What follows belongs to an exercise in optimizing a design on an open flow for small area and few clock cycles; a production flow would make more cautious choices.

==> flow/design.v <==
`timescale 1ns/1ns
module mul_divider
(
    input   wire    rst,
    input   wire    clk,
    output  wire    muldiv_int,
                                        input   wire    muldiv_cn_wctrl,
                                        input   wire    muldiv_ar_wctrl,
    output  wire  [7:0] muldiv_br,      input   wire    muldiv_br_wctrl,
    output  wire  [7:0] muldiv_hr,      input   wire    muldiv_hr_wctrl,
    output  wire  [7:0] muldiv_cr,      input   wire    muldiv_cr_wctrl,
    input   wire  [7:0] dbus_wdata
  );
reg           muldiv_f;
reg           muldiv_md;       
reg   [1:0]   muldiv_sm;       
reg   [7:0]   ar_reg;
reg   [7:0]   br_reg;
reg   [7:0]   hr_reg;
reg   [7:0]   cr_reg;
reg   [2:0]   cnt_reg;
wire          muldiv_run = |cnt_reg;
assign  muldiv_br   =br_reg;
assign  muldiv_hr   =hr_reg;
assign  muldiv_cr   =cr_reg;
assign  muldiv_int  = muldiv_f;
wire  [7:0] a0 = muldiv_ar_wctrl ? dbus_wdata : ar_reg;
wire  [7:0] b0 = muldiv_br_wctrl ? dbus_wdata : br_reg;
wire  [7:0] h0 = muldiv_hr_wctrl ? dbus_wdata : hr_reg;
wire        start = (muldiv_cn_wctrl & dbus_wdata[5])
                  | (muldiv_ar_wctrl & (muldiv_sm==2'h1))
                  | (muldiv_br_wctrl & (muldiv_sm==2'h2))
                  | (muldiv_hr_wctrl & (muldiv_sm==2'h3));
wire        md_eff = muldiv_cn_wctrl ? dbus_wdata[3] : muldiv_md;
wire        last   = ~start & (cnt_reg == 3'h7);
function [9:0] add9;
  input [8:0] a;
  input [8:0] b;
  input       cin;
  reg   [9:0] g, p, gg, pp, ng, np;
  integer i, l, d;
  begin
    g  = {a & b, cin};
    p  = {a ^ b, 1'b0};
    gg = g; pp = p;
    for (l = 0; l < 4; l = l + 1)
    begin
      d  = 1 << l;
      ng = gg; np = pp;
      for (i = 0; i < 10; i = i + 1)
        if ((i / d) % 2 == 1)
        begin
          ng[i] = gg[i] | (pp[i] & gg[(i / d) * d - 1]);
          np[i] = pp[i] & pp[(i / d) * d - 1];
        end
      gg = ng; pp = np;
    end
    add9 = {gg[9], p[9:1] ^ gg[8:0]};
  end
endfunction
reg   [7:0]  u_h;
reg   [7:0]  u_c;
reg   [7:0]  r_rem;
reg   [15:0] r_x;
reg   [8:0]  u_a, u_b;
reg   [9:0]  u_s;
integer j;
always @*
begin
  u_h   = muldiv_run ? hr_reg : 8'h0;
  u_c   = muldiv_run ? cr_reg : a0;
  r_rem = muldiv_run ? cr_reg : 8'h0;
  r_x   = {h0, b0};
  for (j = 0; j < 2; j = j + 1)
  begin
    u_a   = md_eff ? {r_rem, r_x[15]} : {1'b0, u_h};
    u_b   = md_eff ? ~{1'b0, a0}      : {1'b0, b0 & {8{u_c[0]}}};
    u_s   = add9(u_a, u_b, md_eff);
    r_rem = u_s[9] ? u_s[7:0] : u_a[7:0];
    r_x   = {r_x[14:0], u_s[9]};
    u_h   = u_s[8:1];
    u_c   = {u_s[0], u_c[7:1]};
  end
end
wire  [15:0] m_next = {u_h, u_c};
always
@(negedge rst or posedge clk)
begin
  if(~rst)
  begin
    {muldiv_f,muldiv_md,muldiv_sm}<=4'h0;
    ar_reg <=8'h0;
    br_reg <=8'h0;
    hr_reg <=8'h0;
    cr_reg <=8'h0;
    cnt_reg <=3'h0;
  end
  else
  begin
    if(muldiv_cn_wctrl) begin {muldiv_f,muldiv_md,muldiv_sm}<={dbus_wdata[6],dbus_wdata[3],dbus_wdata[1:0]}; cnt_reg<=3'h0; end
    if(muldiv_ar_wctrl) ar_reg<=dbus_wdata;
    if(muldiv_br_wctrl) br_reg<=dbus_wdata;
    if(muldiv_hr_wctrl) hr_reg<=dbus_wdata;
    if(muldiv_cr_wctrl) cr_reg<=dbus_wdata;
    if(start | (muldiv_run & ~muldiv_cn_wctrl))
    begin
      cnt_reg <= start ? (md_eff ? 3'h1 : 3'h5) : cnt_reg + 1'b1;
      muldiv_f <= last;
      if(~md_eff)
        {hr_reg,cr_reg} <= m_next;
      else
      begin
        {hr_reg,br_reg} <= r_x;
        cr_reg <= r_rem;
      end
    end
  end
end
endmodule
==> flow/config.mk <==
export PLATFORM = sky130hd
export DESIGN_NAME = mul_divider
export DESIGN_NICKNAME = mul_divider
export VERILOG_FILES = /design/flow/design.v
export SDC_FILE = /design/flow/constraint.sdc
export NUM_CORES = 4
export LEC_CHECK = 0
export ABC_AREA = 1
export CAP_MARGIN = 20
export CORE_MARGIN = 2
export CORE_UTILIZATION = 40
export GPL_TIMING_DRIVEN = 0
export SLEW_MARGIN = 20
==> flow/constraint.sdc <==
create_clock -name core_clock -period 5.0 [get_ports {clk}]
set_input_delay 1.0000 -clock core_clock [delete_from_list [all_inputs] [get_ports {clk}]]
set_output_delay 1.0000 -clock core_clock [all_outputs]
set_load 0.01 [all_outputs]
standard.sh (not shown) runs the stock make flow with config.mk's settings and CLKGATE_MAP_FILE= SYNTH_SCRIPT=/design/flow/synth_recipe.tcl, a recipe that flattens the netlist after the stock synthesis.
==> flow/flow/run.sh <==
#!/bin/bash
# Standard layout (the standard.sh), with the port buffers made from the
# smallest buffer cell instead of the default one.
export BUFFER_PORTS_ARGS="-buffer_cell sky130_fd_sc_hd__buf_1"
bash standard.sh > standard.log 2>&1
The first run completed with no timing, DRC or antenna violations.
==> next run, changes <==
--- a/flow/design.v
+++ b/flow/design.v
@@ -59,29 +59,26 @@
   end
 endfunction
-reg   [7:0]  u_h;
-reg   [7:0]  u_c;
+wire  [7:0]    m_h = start ? 8'h0 : hr_reg;
+wire  [7:0]    m_c = start ? a0   : cr_reg;
+wire  [9:0]    m_s = m_h + m_c[1:0] * b0;
+wire  [15:0]   m_next = {m_s, m_c[7:2]};
 reg   [7:0]  r_rem;
 reg   [15:0] r_x;
-reg   [8:0]  u_a, u_b;
-reg   [9:0]  u_s;
+reg   [8:0]  r_t;
+reg   [9:0]  r_d;
 integer j;
 always @*
 begin
-  u_h   = muldiv_run ? hr_reg : 8'h0;
-  u_c   = muldiv_run ? cr_reg : a0;
-  r_rem = muldiv_run ? cr_reg : 8'h0;
+  r_rem = start ? 8'h0 : cr_reg;
   r_x   = {h0, b0};
   for (j = 0; j < 2; j = j + 1)
   begin
-    u_a   = md_eff ? {r_rem, r_x[15]} : {1'b0, u_h};
-    u_b   = md_eff ? ~{1'b0, a0}      : {1'b0, b0 & {8{u_c[0]}}};
-    u_s   = add9(u_a, u_b, md_eff);
-    r_rem = u_s[9] ? u_s[7:0] : u_a[7:0];
-    r_x   = {r_x[14:0], u_s[9]};
-    u_h   = u_s[8:1];
-    u_c   = {u_s[0], u_c[7:1]};
+    r_t   = {r_rem, r_x[15]};
+    r_d   = add9(r_t, ~{1'b0, a0}, 1'b1);
+    r_d[9] = ~r_d[9];
+    r_rem = r_d[9] ? r_t[7:0] : r_d[7:0];
+    r_x   = {r_x[14:0], ~r_d[9]};
   end
 end
-wire  [15:0] m_next = {u_h, u_c};
 always
 @(negedge rst or posedge clk)
Outcome:
- The changed run went through all stages and came out clean
- count of clock-buffer cells in the layout goes up by 2
- hold slack improved by 0.011 ns
- setup slack improved by 0.095 ns
- clock skew stays flat
- sequential share of layout area goes up by 1.2 points
- area after synthesis goes up by 0.64%
No run of this note included a check of the RTL's function; only the layout flow was run.

separate check: timing with driven ports:
In the flow no input, the clock included, has a driving cell. The finished layouts below were timed again as built, in two steps. Step 1 (the two cells are an assumption about what drives the block):
set clk [get_ports {clk}]
set_driving_cell -lib_cell sky130_fd_sc_hd__clkbuf_16 $clk
set_driving_cell -lib_cell sky130_fd_sc_hd__buf_2 [delete_from_list [all_inputs] $clk]
Step 2 also shifts input and output timing later by t, the mid clock arrival at the registers, as if the neighbouring blocks saw the same clock. Slacks: ideal ports / drivers / drivers and shift; pairs: ideal ports / drivers.
run | shift t [ns] | slack for setup (ns) | worst hold slack (ns) | worst setup path after step 2 | worst data-port slew with drivers (ns)
the first run | 0.321 | 0.181 / 0.188 / -0.132 | 0.516 / 0.516 / 0.516 | input to register | 0.04
the second run | 0.326 | 0.276 / 0.282 / -0.044 | 0.527 / 0.527 / 0.527 | input to register | 0.04
Met with ideal ports but missed after step 2: setup timing in the first run and the second run. The setup slack of the second run, which loses most, moves by +0.006 ns with the drivers and by -0.320 ns with both steps.
